Background: an optimization exercise with open tools, aiming at small area and a short achievable clock period. Do not read the settings as production practice. In this exercise RTL edits were held to simulation tests only and were not proved equivalent to the original. Power is estimated from default activity; no workload was simulated.

// cinema_system
module cinema_system(
    input clk,
    input reset,
    input [1:0] theater_id,     
    input [3:0] row,
    input [3:0] col,
    input book_seat,
    input cancel_seat,
    input [1:0] seat_category,  
    input [1:0] time_slot,      
    input [2:0] day_type,       
    output [7:0] seat_status_out,
    output [7:0] total_booked,
    output [7:0] total_available,
    output [15:0] revenue,
    output [15:0] total_revenue
);
Size: ~1600 cells after synthesis, roughly 410 flip-flops, roughly 77 I/O pins.
==> flow/config.mk <==
export PLATFORM = sky130hd
export DESIGN_NAME = cinema_system
export DESIGN_NICKNAME = cinema_system
export VERILOG_FILES = /design/flow/design.v
export SDC_FILE = /design/flow/constraint.sdc
export NUM_CORES = 4
export LEC_CHECK = 0
export CAP_MARGIN = 20
export CORE_MARGIN = 2
export CORE_UTILIZATION = 70
export SLEW_MARGIN = 20
export SYNTH_HIERARCHICAL = 1
==> flow/constraint.sdc <==
create_clock -name core_clock -period 32.0 [get_ports {clk}]
set_input_delay 6.4000 -clock core_clock [delete_from_list [all_inputs] [get_ports {clk}]]
set_output_delay 6.4000 -clock core_clock [all_outputs]
set_load 0.01 [all_outputs]
standard.sh (not shown) runs the stock make flow with config.mk's settings and CLKGATE_MAP_FILE= SYNTH_SCRIPT=/design/flow/synth_recipe.tcl, a recipe that flattens the netlist after the stock synthesis.
==> flow/flow/run.sh <==
#!/bin/bash
# Standard ORFS layout (the standard.sh, so the standard synthesis,
# floorplan, power grid and tap cells are unchanged), with extra make
# variables from flow/knobs.txt, one VAR=value per line:
#  - REMOVE_ABC_BUFFERS=1: drop the buffers ABC inserts (resizer rebuffers),
#  - BUFFER_PORTS_ARGS: small port buffers,
#  - SETUP_SLACK_MARGIN / TNS_END_PERCENT: timing repair asked to reach a
#    setup slack margin, which pushes the achieved period down (the SDC and
#    the clock period are unchanged),
#  - CTS_ARGS: clock tree with large clusters and no dummy loads.
# make's output goes to make_finish.log; ORFS keeps each step's log under
# orfs/logs.
set -euo pipefail
args=()
while IFS= read -r line; do
  [[ -z "$line" || "$line" == \#* ]] && continue
  args+=("$line")
done < flow/knobs.txt
bash standard.sh "${args[@]}" finish > make_finish.log 2>&1
==> flow/flow/knobs.txt <==
REMOVE_ABC_BUFFERS=1
BUFFER_PORTS_ARGS=-buffer_cell sky130_fd_sc_hd__buf_1
SETUP_SLACK_MARGIN=22.9
TNS_END_PERCENT=0
CTS_ARGS=-sink_clustering_enable -repair_clock_nets -sink_clustering_size 24 -sink_clustering_max_diameter 80 -buf_list sky130_fd_sc_hd__clkbuf_16 -dont_use_dummy_load
The starting point passed the timing, DRC and antenna checks.
==> next run, changes <==
==> flow/flow/knobs.txt (replaced) <==
REMOVE_ABC_BUFFERS=1
BUFFER_PORTS_ARGS=-buffer_cell sky130_fd_sc_hd__buf_1
SETUP_SLACK_MARGIN=23
TNS_END_PERCENT=5
CTS_ARGS=-sink_clustering_enable -repair_clock_nets -sink_clustering_size 24 -sink_clustering_max_diameter 80 -buf_list sky130_fd_sc_hd__clkbuf_16 -dont_use_dummy_load
--- a/flow/config.mk
+++ b/flow/config.mk
@@ -9,3 +9,4 @@
 export CORE_MARGIN = 2
-export CORE_UTILIZATION = 70
+export CORE_UTILIZATION = 65
+export PLACE_DENSITY = 0.75
 export SLEW_MARGIN = 20
Outcome: Count of clock-buffer cells in the layout stays the same. Global-route usage shrinks by 3.2 points. Wire length shrinks by 1.0%. Power barely changes. Sequential power hardly moves.
==> next run, changes <==
==> flow/flow/knobs.txt (replaced) <==
REMOVE_ABC_BUFFERS=1
BUFFER_PORTS_ARGS=-buffer_cell sky130_fd_sc_hd__buf_1
SETUP_SLACK_MARGIN=22.8
TNS_END_PERCENT=20
CTS_ARGS=-sink_clustering_enable -repair_clock_nets -sink_clustering_size 24 -sink_clustering_max_diameter 80 -buf_list sky130_fd_sc_hd__clkbuf_16 -dont_use_dummy_load
--- a/flow/config.mk
+++ b/flow/config.mk
@@ -10,3 +10,2 @@
 export CORE_UTILIZATION = 65
-export PLACE_DENSITY = 0.75
 export SLEW_MARGIN = 20
The changed run finished clean.
Final area stays flat.
Core utilization hardly moves.
Routed wire length barely changes.
Critical path depth rises by 2.
Non-clock buffer count falls by 2.
Combinational power rises by about 2%.
Power barely changes.
==> next run, changes <==
==> flow/flow/knobs.txt (replaced) <==
REMOVE_ABC_BUFFERS=1
BUFFER_PORTS_ARGS=-buffer_cell sky130_fd_sc_hd__buf_1
SETUP_SLACK_MARGIN=23.3
TNS_END_PERCENT=5
CTS_ARGS=-sink_clustering_enable -repair_clock_nets -sink_clustering_size 24 -sink_clustering_max_diameter 80 -buf_list sky130_fd_sc_hd__clkbuf_16 -dont_use_dummy_load
--- a/flow/config.mk
+++ b/flow/config.mk
@@ -9,3 +9,3 @@
 export CORE_MARGIN = 2
-export CORE_UTILIZATION = 65
+export CORE_UTILIZATION = 70
 export SLEW_MARGIN = 20
Effect: The changed run went through all stages and came out clean. Routed wire length grows by a few percent. Cell area grows slightly. Synthesized area does not change. Sequential cell count stays the same. Total power grows slightly. Worst hold slack stays flat.

---

The RTL this note starts from:
==> flow/design.v <==
module hold_reg #(parameter W = 8) (
    input clk,
    input wr,
    input keep,
    input [W-1:0] n,
    output reg [W-1:0] q,
    output [W-1:0] d
);
    assign d = ({W{wr}} & n) | ({W{keep}} & q);
    always @(posedge clk) q <= d;
endmodule
module rev_adder (
    input [15:0] a,
    input [9:0] d,
    input s,
    output [15:0] y
);
    wire [16:0] sum = {a, 1'b1} + {{6{s}}, d, s};
    assign y = sum[16:1];
endmodule
module cnt_adder (
    input [6:0] c,
    input add,
    input sub,
    output [6:0] booked,
    output [6:0] avail
);
    wire [6:0] t, u;
    assign t[0] = add | sub;
    assign u[0] = ~add & ~sub;
    genvar i;
    generate for (i = 1; i < 7; i = i + 1) begin : g
        assign t[i] = (add & (&c[i-1:0])) | (sub & ~(|c[i-1:0]));
        if (i == 1) begin : g1
            assign u[i] = (~add & ~sub & ~c[0]) | sub;
        end else begin : g2
            assign u[i] = (~add & ~sub & ~(|c[i-1:0])) | (sub & ~(|c[i-1:1]));
        end
    end endgenerate
    assign booked = c ^ t;
    assign avail = ~c ^ u ^ 7'b1000000;
endmodule
module aoi3 (
    input a0, s0, a1, s1, a2, s2,
    output y
);
    assign y = ~((a0 & s0) | (a1 & s1) | (a2 & s2));
endmodule
module cinema_system(
    input clk,
    input reset,
    input [1:0] theater_id,     
    input [3:0] row,
    input [3:0] col,
    input book_seat,
    input cancel_seat,
    input [1:0] seat_category,  
    input [1:0] time_slot,      
    input [2:0] day_type,       
    output [7:0] seat_status_out,
    output [7:0] total_booked,
    output [7:0] total_available,
    output [15:0] revenue,
    output [15:0] total_revenue
);
    reg        valid;
    reg [1:0]  p_theater;
    reg [6:0]  p_cnt;
    reg [15:0] p_rev;
    reg [9:0]  p_delta;    
    reg        p_add, p_sub;
    reg [15:0] trev;
    reg [7:0]  status_q;
    reg        p_wr;
    reg [4:0]  p_row;
    reg [9:0] price;
    always @(*) begin
        case ({seat_category == 2'd2 ? 2'd2 : seat_category == 2'd1 ? 2'd1 : 2'd0,
               time_slot == 2'd0 ? 2'd0 : time_slot == 2'd2 ? 2'd2 : 2'd1,
               day_type == 3'd1 ? 2'd1 : day_type == 3'd2 ? 2'd2 : 2'd0})
            6'b00_00_00: price = 10'd120;
            6'b00_00_01: price = 10'd144;
            6'b00_00_10: price = 10'd180;
            6'b00_01_00: price = 10'd150;
            6'b00_01_01: price = 10'd180;
            6'b00_01_10: price = 10'd225;
            6'b00_10_00: price = 10'd180;
            6'b00_10_01: price = 10'd216;
            6'b00_10_10: price = 10'd270;
            6'b01_00_00: price = 10'd160;
            6'b01_00_01: price = 10'd192;
            6'b01_00_10: price = 10'd240;
            6'b01_01_00: price = 10'd200;
            6'b01_01_01: price = 10'd240;
            6'b01_01_10: price = 10'd300;
            6'b01_10_00: price = 10'd240;
            6'b01_10_01: price = 10'd288;
            6'b01_10_10: price = 10'd360;
            6'b10_00_00: price = 10'd240;
            6'b10_00_01: price = 10'd288;
            6'b10_00_10: price = 10'd360;
            6'b10_01_00: price = 10'd300;
            6'b10_01_01: price = 10'd360;
            6'b10_01_10: price = 10'd450;
            6'b10_10_00: price = 10'd360;
            6'b10_10_01: price = 10'd432;
            6'b10_10_10: price = 10'd540;
            default:     price = 10'bx;
        endcase
    end
    wire        row_ok = ~row[3];
    wire        col_ok = ~col[3];
    wire [4:0]  row_idx = {theater_id, row[2:0]};
    wire [31:0] row_wr = {31'd0, p_wr} << p_row;
    wire [31:0] row_keep = ~row_wr & {32{valid}};
    wire [255:0] seat_q;
    genvar g;
    generate for (g = 0; g < 32; g = g + 1) begin : seat_rows
        wire [7:0] unused_d;
        hold_reg #(8) u (.clk(clk), .wr(row_wr[g]), .keep(row_keep[g]), .n(status_q),
                         .q(seat_q[g*8 +: 8]), .d(unused_d));
    end endgenerate
    wire [3:0]  th_dec = 4'd1 << theater_id;
    wire [7:0]  rw_dec = 8'd1 << row[2:0];
    wire [31:0] row_rd;
    generate for (g = 0; g < 32; g = g + 1) begin : rd
        assign row_rd[g] = th_dec[g / 8] & rw_dec[g % 8] & row_keep[g];
    end endgenerate
    wire        fwd = p_wr & (p_row == row_idx);
    wire [32:0] rd_sel = {fwd, row_rd};
    wire [7:0]  row_old;
    genvar b;
    generate for (b = 0; b < 8; b = b + 1) begin : rdb
        wire [32:0] v;
        wire [10:0] n;
        for (g = 0; g < 32; g = g + 1) begin : vv
            assign v[g] = seat_q[g*8 + b];
        end
        assign v[32] = status_q[b];
        for (g = 0; g < 11; g = g + 1) begin : t
            aoi3 u (.a0(v[3*g]), .s0(rd_sel[3*g]), .a1(v[3*g+1]), .s1(rd_sel[3*g+1]),
                    .a2(v[3*g+2]), .s2(rd_sel[3*g+2]), .y(n[g]));
        end
        assign row_old[b] = ~&n;
    end endgenerate
    wire [7:0] col_sel = (8'd1 << col[2:0]) & {8{row_ok & col_ok}};
    wire       old_bit = |(row_old & col_sel);
    wire       new_bit = ~cancel_seat & (old_bit | book_seat);
    wire [7:0] row_new = (row_old & ~col_sel) | (col_sel & {8{new_bit}});
    wire       op_add = |col_sel & ~old_bit & book_seat & ~cancel_seat;
    wire       op_sub = |col_sel & old_bit & cancel_seat;
    wire [15:0] rev_now, trev_now;
    wire [6:0]  cnt_now, avail_now;
    rev_adder u_rev (.a(p_rev), .d(p_delta), .s(p_sub), .y(rev_now));
    rev_adder u_trev (.a(trev), .d(p_delta), .s(p_sub), .y(trev_now));
    cnt_adder u_cnt (.c(p_cnt), .add(p_add), .sub(p_sub), .booked(cnt_now), .avail(avail_now));
    assign seat_status_out = status_q;
    assign total_booked    = {1'b0, cnt_now};
    assign total_available = {1'b0, avail_now};
    assign revenue         = rev_now;
    assign total_revenue   = trev_now;
    wire [3:0]  th_wr = 4'd1 << p_theater;
    wire [3:0]  th_keep = ~th_wr & {4{valid}};
    wire [22:0] th_d [0:3];
    generate for (g = 0; g < 4; g = g + 1) begin : theaters
        wire [22:0] q;
        hold_reg #(23) u (.clk(clk), .wr(th_wr[g]), .keep(th_keep[g]), .n({cnt_now, rev_now}),
                          .q(q), .d(th_d[g]));
    end endgenerate
    wire [22:0] th_sel = th_d[theater_id];
    always @(posedge clk) begin
        p_theater <= theater_id;
        p_row <= row_idx;
    end
    always @(posedge clk or posedge reset) begin
        if (reset) begin
            valid <= 1'b0;
            trev <= 16'd0;
            p_cnt <= 7'd0;
            p_rev <= 16'd0;
            p_delta <= 10'd0;
            p_add <= 1'b0;
            p_sub <= 1'b0;
            status_q <= 8'd0;
            p_wr <= 1'b0;
        end else begin
            valid <= 1'b1;
            trev <= trev_now;
            {p_cnt, p_rev} <= th_sel;
            p_delta <= op_sub ? ~price : op_add ? price : 10'd0;
            p_add <= op_add;
            p_sub <= op_sub;
            status_q <= row_ok ? row_new : 8'd0;
            p_wr <= row_ok;
        end
    end
endmodule
==> flow/config.mk <==
export PLATFORM = sky130hd
export DESIGN_NAME = cinema_system
export DESIGN_NICKNAME = cinema_system
export VERILOG_FILES = /design/flow/design.v
export SDC_FILE = /design/flow/constraint.sdc
export NUM_CORES = 4
export LEC_CHECK = 0
export CAP_MARGIN = 20
export CORE_MARGIN = 2
export CORE_UTILIZATION = 70
export SLEW_MARGIN = 20
export SYNTH_HIERARCHICAL = 1
==> flow/constraint.sdc <==
create_clock -name core_clock -period 32.0 [get_ports {clk}]
set_input_delay 6.4000 -clock core_clock [delete_from_list [all_inputs] [get_ports {clk}]]
set_output_delay 6.4000 -clock core_clock [all_outputs]
set_load 0.01 [all_outputs]
==> flow/flow/knobs.txt <==
REMOVE_ABC_BUFFERS=1
BUFFER_PORTS_ARGS=-buffer_cell sky130_fd_sc_hd__buf_1
SETUP_SLACK_MARGIN=23
TNS_END_PERCENT=5
CTS_ARGS=-sink_clustering_enable -repair_clock_nets -sink_clustering_size 28 -sink_clustering_max_diameter 90 -buf_list sky130_fd_sc_hd__clkbuf_16 -dont_use_dummy_load
Scripts as last shown in full above: flow/flow/run.sh
The first run produced a clean layout.
Then changed:
==> flow/flow/knobs.txt (replaced) <==
REMOVE_ABC_BUFFERS=1
BUFFER_PORTS_ARGS=-buffer_cell sky130_fd_sc_hd__buf_1
SETUP_SLACK_MARGIN=23.3
TNS_END_PERCENT=5
CTS_ARGS=-sink_clustering_enable -repair_clock_nets -sink_clustering_size 24 -sink_clustering_max_diameter 80 -buf_list sky130_fd_sc_hd__clkbuf_16 -dont_use_dummy_load
Settings changed: CORE_UTILIZATION 70 to 65.
Die area went up by about 7.5%.
First-iteration DRC count went down by 19%.
Combinational power went up by about 3%.
Synthesized area does not change.
Cell area went up by about 1.5%.
Register-to-register slack gets better by 120 ps.
Fmax barely changes.
Routed wire length stays flat.
Synthesized cell count is unchanged.
Then changed:
==> flow/flow/run.sh (replaced) <==
#!/bin/bash
# Standard ORFS layout (the standard.sh, standard synthesis) with:
#  - the buffers ABC inserts removed at floorplan (REMOVE_ABC_BUFFERS),
#  - small port buffers,
#  - timing repair asked to reach a setup slack margin, so that the achieved
#    period is pushed down (the SDC and clock period are unchanged).
set -euo pipefail
MARGIN=$(cat flow/margin.txt)
bash standard.sh REMOVE_ABC_BUFFERS=1 SETUP_SLACK_MARGIN=$MARGIN \
  "BUFFER_PORTS_ARGS=-buffer_cell $(cat flow/portbuf.txt)" finish > make_finish.log 2>&1
==> flow/flow/margin.txt (new file) <==
23
==> flow/flow/portbuf.txt (new file) <==
sky130_fd_sc_hd__buf_1
Settings changed: CTS_BUF_LIST from default to sky130_fd_sc_hd__clkbuf_8, CTS_CLUSTER_DIAMETER from default to 50, CTS_CLUSTER_SIZE from default to 16.
removed: flow/flow/knobs.txt
Area after synthesis stays the same.
Fmax goes down slightly.
Utilization goes up by 3.9 points.
Power goes up by roughly a tenth.
Then changed:
==> flow/flow/run.sh (replaced) <==
#!/bin/bash
# Standard ORFS layout (the standard.sh, so the standard synthesis,
# floorplan, power grid and tap cells are unchanged), with extra make
# variables from flow/knobs.txt, one VAR=value per line:
#  - REMOVE_ABC_BUFFERS=1: drop the buffers ABC inserts (resizer rebuffers),
#  - BUFFER_PORTS_ARGS: small port buffers,
#  - SETUP_SLACK_MARGIN / TNS_END_PERCENT: timing repair asked to reach a
#    setup slack margin, which pushes the achieved period down (the SDC and
#    the clock period are unchanged),
#  - CTS_ARGS: clock tree with large clusters and no dummy loads.
# make's output goes to make_finish.log; ORFS keeps each step's log under
# orfs/logs.
set -euo pipefail
args=()
while IFS= read -r line; do
  [[ -z "$line" || "$line" == \#* ]] && continue
  args+=("$line")
done < flow/knobs.txt
bash standard.sh "${args[@]}" finish > make_finish.log 2>&1
==> flow/flow/knobs.txt (new file) <==
REMOVE_ABC_BUFFERS=1
BUFFER_PORTS_ARGS=-buffer_cell sky130_fd_sc_hd__buf_1
SETUP_SLACK_MARGIN=23
TNS_END_PERCENT=5
CTS_ARGS=-sink_clustering_enable -repair_clock_nets -sink_clustering_size 24 -sink_clustering_max_diameter 80 -buf_list sky130_fd_sc_hd__clkbuf_16 -dont_use_dummy_load
Settings changed: CTS_BUF_LIST sky130_fd_sc_hd__clkbuf_8 to default, CTS_CLUSTER_DIAMETER 50 to default, CTS_CLUSTER_SIZE 16 to default.
removed: flow/flow/margin.txt
removed: flow/flow/portbuf.txt
After rerunning: The changed run passed the timing, DRC and antenna checks; setup slack gets better by 130 ps; power fell by 9.6%; cell area fell by 6.3%; hold slack gets worse by 6.6 ps; combinational power fell by 13%; routed wire length fell by 4.7%; die area stays the same; first-iteration DRC count fell by 3.8%; clock skew barely changes.
Then changed:
--- a/flow/flow/knobs.txt
+++ b/flow/flow/knobs.txt
@@ -4 +4 @@
-TNS_END_PERCENT=5
+TNS_END_PERCENT=0
Settings changed: CORE_UTILIZATION 65 to 70.
Setup slack loses 15 ps; clock-buffer cell count does not change; register-to-register slack loses 100 ps; clock skew barely changes; design area falls slightly; worst hold slack barely changes; flip-flop and latch count stays the same.

## static timing again, ports no longer ideal
No port has a modelled driver above. Below, the same layouts with a new extraction and two added sets of constraints.
Step 1 (the two cells are an assumption about what drives the block):
set clk [get_ports {clk}]
set_driving_cell -lib_cell sky130_fd_sc_hd__clkbuf_16 $clk
set_driving_cell -lib_cell sky130_fd_sc_hd__buf_2 [delete_from_list [all_inputs] $clk]
Step 2, shift: input delay + t, output delay - t, t = (earliest + latest rising clock arrival at the registers) / 2. This alone moves slack from input paths to output paths.
Three values: ideal, step 1, step 2; two values: the first two.
run	t (ns)	slack for setup (ns)	slew at the worst register clock pin (ns)
the first run of note 1	0.585	22.753 / 22.700 / 22.232	0.10 / 0.10
the second run of note 1	0.578	22.727 / 22.676 / 22.203	0.10 / 0.10
the third run of note 1	0.576	22.778 / 22.742 / 22.236	0.10 / 0.10
the fourth run of note 1	0.587	22.781 / 22.727 / 22.307	0.10 / 0.10
the first run of note 2	0.566	22.784 / 22.737 / 22.241	0.11 / 0.11
the second run of note 2	0.574	22.793 / 22.738 / 22.240	0.10 / 0.10
the third run of note 2	0.605	22.637 / 22.590 / 22.327	0.10 / 0.10
the fourth run of note 2	0.577	22.769 / 22.738 / 22.225	0.10 / 0.10
the fifth run of note 2	0.585	22.753 / 22.700 / 22.232	0.10 / 0.10
After both steps every run listed still meets setup and hold. For the second run of note 2, which loses most, drivers alone change the setup slack by -0.055 ns; drivers and shift together by -0.553 ns.
